What follows belongs to an exercise in optimizing a design on an open flow for small area, a short achievable clock period and few clock cycles; a production flow would make more cautious choices. Only simulation tests tie the RTL to the original design; equivalence was not proved. Power figures rest on the tool's default switching activity, not on a simulated workload.

== old ==
## bst_sorter_top
module bst_sorter_top (
	input 			clk,
	input 			rstn,
	input 			sw_rst,
	input [4:0]		i_cnfg_elems_num,
	input 			i_enable,
	output logic 		o_sorter_phase,
	input 			new_elem_valid,
	input [15:0] 		new_elem_key,
	input [31:0] 		new_elem_value,
	output logic 		new_elem_ack,
	output logic 		sort_is_done_pls,
	output logic [15:0]	min_elem_key,
	output logic [31:0]	min_elem_value,
	output logic [15:0]	max_elem_key,
	output logic [31:0]	max_elem_value,
	input 			get_all_sorted_data_req_pls,
	output logic 		get_all_sorted_data_done_lvl,
	output logic [3:0] 	get_elem_idx,
	output logic		get_elem_valid,
	output logic [15:0] 	get_elem_key,
	output logic [31:0] 	get_elem_value
	);
export LEC_CHECK = 0
export ABC_CLOCK_PERIOD_IN_PS = 3000
export CAP_MARGIN = 20
export CORE_MARGIN = 2
export CORE_UTILIZATION = 40
export SLEW_MARGIN = 20
create_clock -name core_clock -period 10.0 [get_ports {clk}]
standard.sh (not shown) runs the stock make flow with config.mk's settings and CLKGATE_MAP_FILE= SYNTH_SCRIPT=/design/flow/synth_recipe.tcl, a recipe that flattens the netlist after the stock synthesis.
==> flow/flow/run.sh <==
#!/bin/bash
set -euo pipefail
bash standard.sh SETUP_SLACK_MARGIN=6.4 \
	BUFFER_PORTS_ARGS="-buffer_cell sky130_fd_sc_hd__buf_1" \
	CTS_CLUSTER_SIZE=22 CTS_CLUSTER_DIAMETER=80 \
	finish > standard.log 2>&1
Testbench counts of old, summed over its fixed seeds: cycles 14,738.
> inputs changed (old -> new)
--- a/flow/design.v
+++ b/flow/design.v
@@ -145,30 +145,26 @@
 		ov_r 		<= sel_now;
 		done_lvl_r 	<= done_lvl_r | last_out;
 		rvld 		<= {rvld[D-2:0], take | rvld[D-1]};
 		end
 	end
 always_ff @ (posedge clk)
 	oidx_r <= ov_r ? oidx_r + 1'b1 : '0;
 logic [D-1:0]		gt;	 
 logic [D-1:0]		inc;
 logic [QW-1:0]		newq;
-logic [D-2:0]		gtx;
-logic [D-2:0]		gtx_r;
 logic [D-1:0]		gt_raw;
-for (genvar gi = 0; gi < D-1; gi++)
+assign gt_raw[0] = 1'b0;
+for (genvar gi = 1; gi < D; gi++)
 	begin : g_cmp
-	gen_bst_key_gt #(.W(KEY_W)) u_cmp (.a(rk[gi]), .b(new_elem_key), .gt(gtx[gi]));
+	gen_bst_key_gt #(.W(KEY_W)) u_cmp (.a(rk[gi]), .b(rk[0]), .gt(gt_raw[gi]));
 	end
-always_ff @ (posedge clk)
-	gtx_r <= gtx;
-assign gt_raw = {gtx_r, 1'b0};
 assign gt = rvld & gt_raw;
 logic [1:0]	pc_a0, pc_a1, pc_a2, pc_a3, pc_a4;
 logic [2:0]	pc_b0, pc_b1;
 logic [QW-1:0]	pc_b2;
 logic [2:0]	pc_b0_r, pc_b1_r;
 logic [QW-1:0]	pc_b2_r;
 assign pc_a0 = 2'(gt[1])  + 2'(gt[2])  + 2'(gt[3]);
 assign pc_a1 = 2'(gt[4])  + 2'(gt[5])  + 2'(gt[6]);
 assign pc_a2 = 2'(gt[7])  + 2'(gt[8])  + 2'(gt[9]);
 assign pc_a3 = 2'(gt[10]) + 2'(gt[11]) + 2'(gt[12]);
--- outcome ---
new: no failed stages, no open violations at the end
On new: share of final layout cell area taken by clock buffers and inverters is 0.40 points lower than what old gave.
Looking at number of distinct library cell variants in the gate-level netlist after synthesis across new and old, the one that comes out higher is new.
Total nets after synthesis was lower in the run labelled old.
In the reports for new and old, the smaller proportion of power drawn by the clock network belongs to new.
old has higher register-to-register slack than new.
Utilization old -> new: down
old → new: total power per unit cell area fell 1.4 nW/um2; DRC violation count after routing level; post-route minimum period now larger; global routing usage on met3 has decreased; routed wire length fell about 6.6%.
Testbench counts of new, summed over its fixed seeds: cycles 14,738.

* * *

bst_sorter_top, a different RTL version from the one above (not shown whole).
For scale: ~2700 cells after synthesis, roughly 210 I/O pins, about 33000 um^2 of cells after synthesis.
==> flow/design.v (excerpt) <==
module bst_sorter_top (
	input 			clk,
	input 			rstn,
	input 			sw_rst,
	input [4:0]		i_cnfg_elems_num,
	input 			i_enable,
	output logic 		o_sorter_phase,
	input 			new_elem_valid,
	input [15:0] 		new_elem_key,
	input [31:0] 		new_elem_value,
	output logic 		new_elem_ack,
	output logic 		sort_is_done_pls,
	output logic [15:0]	min_elem_key,
	output logic [31:0]	min_elem_value,
	output logic [15:0]	max_elem_key,
	output logic [31:0]	max_elem_value,
	input 			get_all_sorted_data_req_pls,
	output logic 		get_all_sorted_data_done_lvl,
	output logic [3:0] 	get_elem_idx,
	output logic		get_elem_valid,
	output logic [15:0] 	get_elem_key,
	output logic [31:0] 	get_elem_value
	);
gen_bst_sorter #(
	.KEY_W 		(16	),
	.VALUE_W 	(32	),
	.MAX_ELEM_NUM 	(16	)
	) u_sorter_inst (
	.clk				(clk				),
	.rstn				(rstn				),
	.sw_rst				(sw_rst				),
	.i_cnfg_elems_num		(i_cnfg_elems_num		),
	.i_enable			(i_enable			),
	.o_sorter_phase			(o_sorter_phase			),
	.new_elem_valid			(new_elem_valid			),
	.new_elem_key			(new_elem_key			),
	.new_elem_value			(new_elem_value			),
	.new_elem_ack			(new_elem_ack			),
	.sort_is_done_pls		(sort_is_done_pls		),
	.min_elem_key			(min_elem_key			),
	.min_elem_value			(min_elem_value			),
	.max_elem_key			(max_elem_key			),
	.max_elem_value			(max_elem_value			),
	.get_all_sorted_data_req_pls	(get_all_sorted_data_req_pls	),
	.get_all_sorted_data_done_lvl	(get_all_sorted_data_done_lvl	),
	.get_elem_idx			(get_elem_idx			),
	.get_elem_valid			(get_elem_valid			),
	.get_elem_key			(get_elem_key			),
  ...
export LEC_CHECK = 0
export ABC_CLOCK_PERIOD_IN_PS = 3000
export CAP_MARGIN = 20
export CORE_MARGIN = 2
export CORE_UTILIZATION = 40
export SLEW_MARGIN = 20
create_clock -name core_clock -period 10.0 [get_ports {clk}]
==> flow/flow/run.sh <==
#!/bin/bash
set -euo pipefail
bash standard.sh SETUP_SLACK_MARGIN=6.6 \
	BUFFER_PORTS_ARGS="-buffer_cell sky130_fd_sc_hd__buf_1" \
	CTS_CLUSTER_SIZE=27 CTS_CLUSTER_DIAMETER=90 \
	finish > standard.log 2>&1
Testbench counts at the start, summed over its fixed seeds: cycles 15,218.
Change:
--- a/flow/design.v
+++ b/flow/design.v
@@ -234,22 +234,26 @@
 	for (int i = 0; i < D; i++)
 		if (rvld[i] & (&rq[i]))
 			begin
 			sel_key = sel_key | rk[i];
 			sel_val = sel_val | rv[i];
 			end
 	end
-logic 			mn_upd;
-logic 			out_hold;
-assign mn_upd   = ~cont_sel & fresh_r & (first_r | min_gt_new);
-assign out_hold = ~cont_sel & ~mn_upd;
 always_ff @ (posedge clk)
 	begin
-	out_key_r <= (sel_key & {KEY_W{cont_sel}})   | (rk[0] & {KEY_W{mn_upd}})   | (out_key_r & {KEY_W{out_hold}});
-	out_val_r <= (sel_val & {VALUE_W{cont_sel}}) | (rv[0] & {VALUE_W{mn_upd}}) | (out_val_r & {VALUE_W{out_hold}});
+	if (cont_sel)
+		begin
+		out_key_r <= sel_key;
+		out_val_r <= sel_val;
+		end
+	else if (fresh_r & (first_r | min_gt_new))
+		begin
+		out_key_r <= rk[0];
+		out_val_r <= rv[0];
+		end
 	end
 assign new_elem_ack			= ack_r;
 assign sort_is_done_pls			= done_pls_r;
 assign min_elem_key			= out_key_r;
 assign min_elem_value			= out_val_r;
 assign max_elem_key			= mx_key_r;
 assign max_elem_value			= mx_val_r;
What happened: Non-clock buffer count shrinks by 5. Total power shrinks by a few percent. Synthesized cell count grows by roughly a tenth. Global-route usage shrinks by 1.8 points. Combinational power shrinks by a quarter to a third. Flip-flop and latch count is unchanged. Cell count grows by a little under a tenth. Clock power shrinks by a few percent. Clock skew shrinks by 0.011 ns. Count of clock-buffer cells in the layout grows by 4.
Testbench counts after the change, summed over its fixed seeds: cycles 15,218.

static timing again, ports no longer ideal:
No port has a modelled driver above. Below, the same layouts with a new extraction and two added sets of constraints.
Step 1 (the two cells are an assumption about what drives the block):
set clk [get_ports {clk}]
set_driving_cell -lib_cell sky130_fd_sc_hd__clkbuf_16 $clk
set_driving_cell -lib_cell sky130_fd_sc_hd__buf_2 [delete_from_list [all_inputs] $clk]
Step 2, shift: input delay + t, output delay - t, t = (earliest + latest rising clock arrival at the registers) / 2. This alone moves slack from input paths to output paths.
Three values: ideal, step 1, step 2; two values: the first two.
| run | shift t [ns] | slack for setup (ns) | cell pins on the clock port's net |
|---|---|---|---|
| old | 0.724 | 6.273 / 6.231 / 5.506 | 1 |
| new | 0.702 | 6.134 / 6.134 / 5.805 | 1 |
| the first run of note 2 | 0.680 | 6.642 / 6.577 / 6.132 | 1 |
| the second run of note 2 | 0.698 | 6.637 / 6.566 / 6.092 | 1 |
After both steps setup and hold are still met in every run listed. The setup slack of old, which loses most, moves by -0.042 ns with the drivers and by -0.767 ns with both steps.
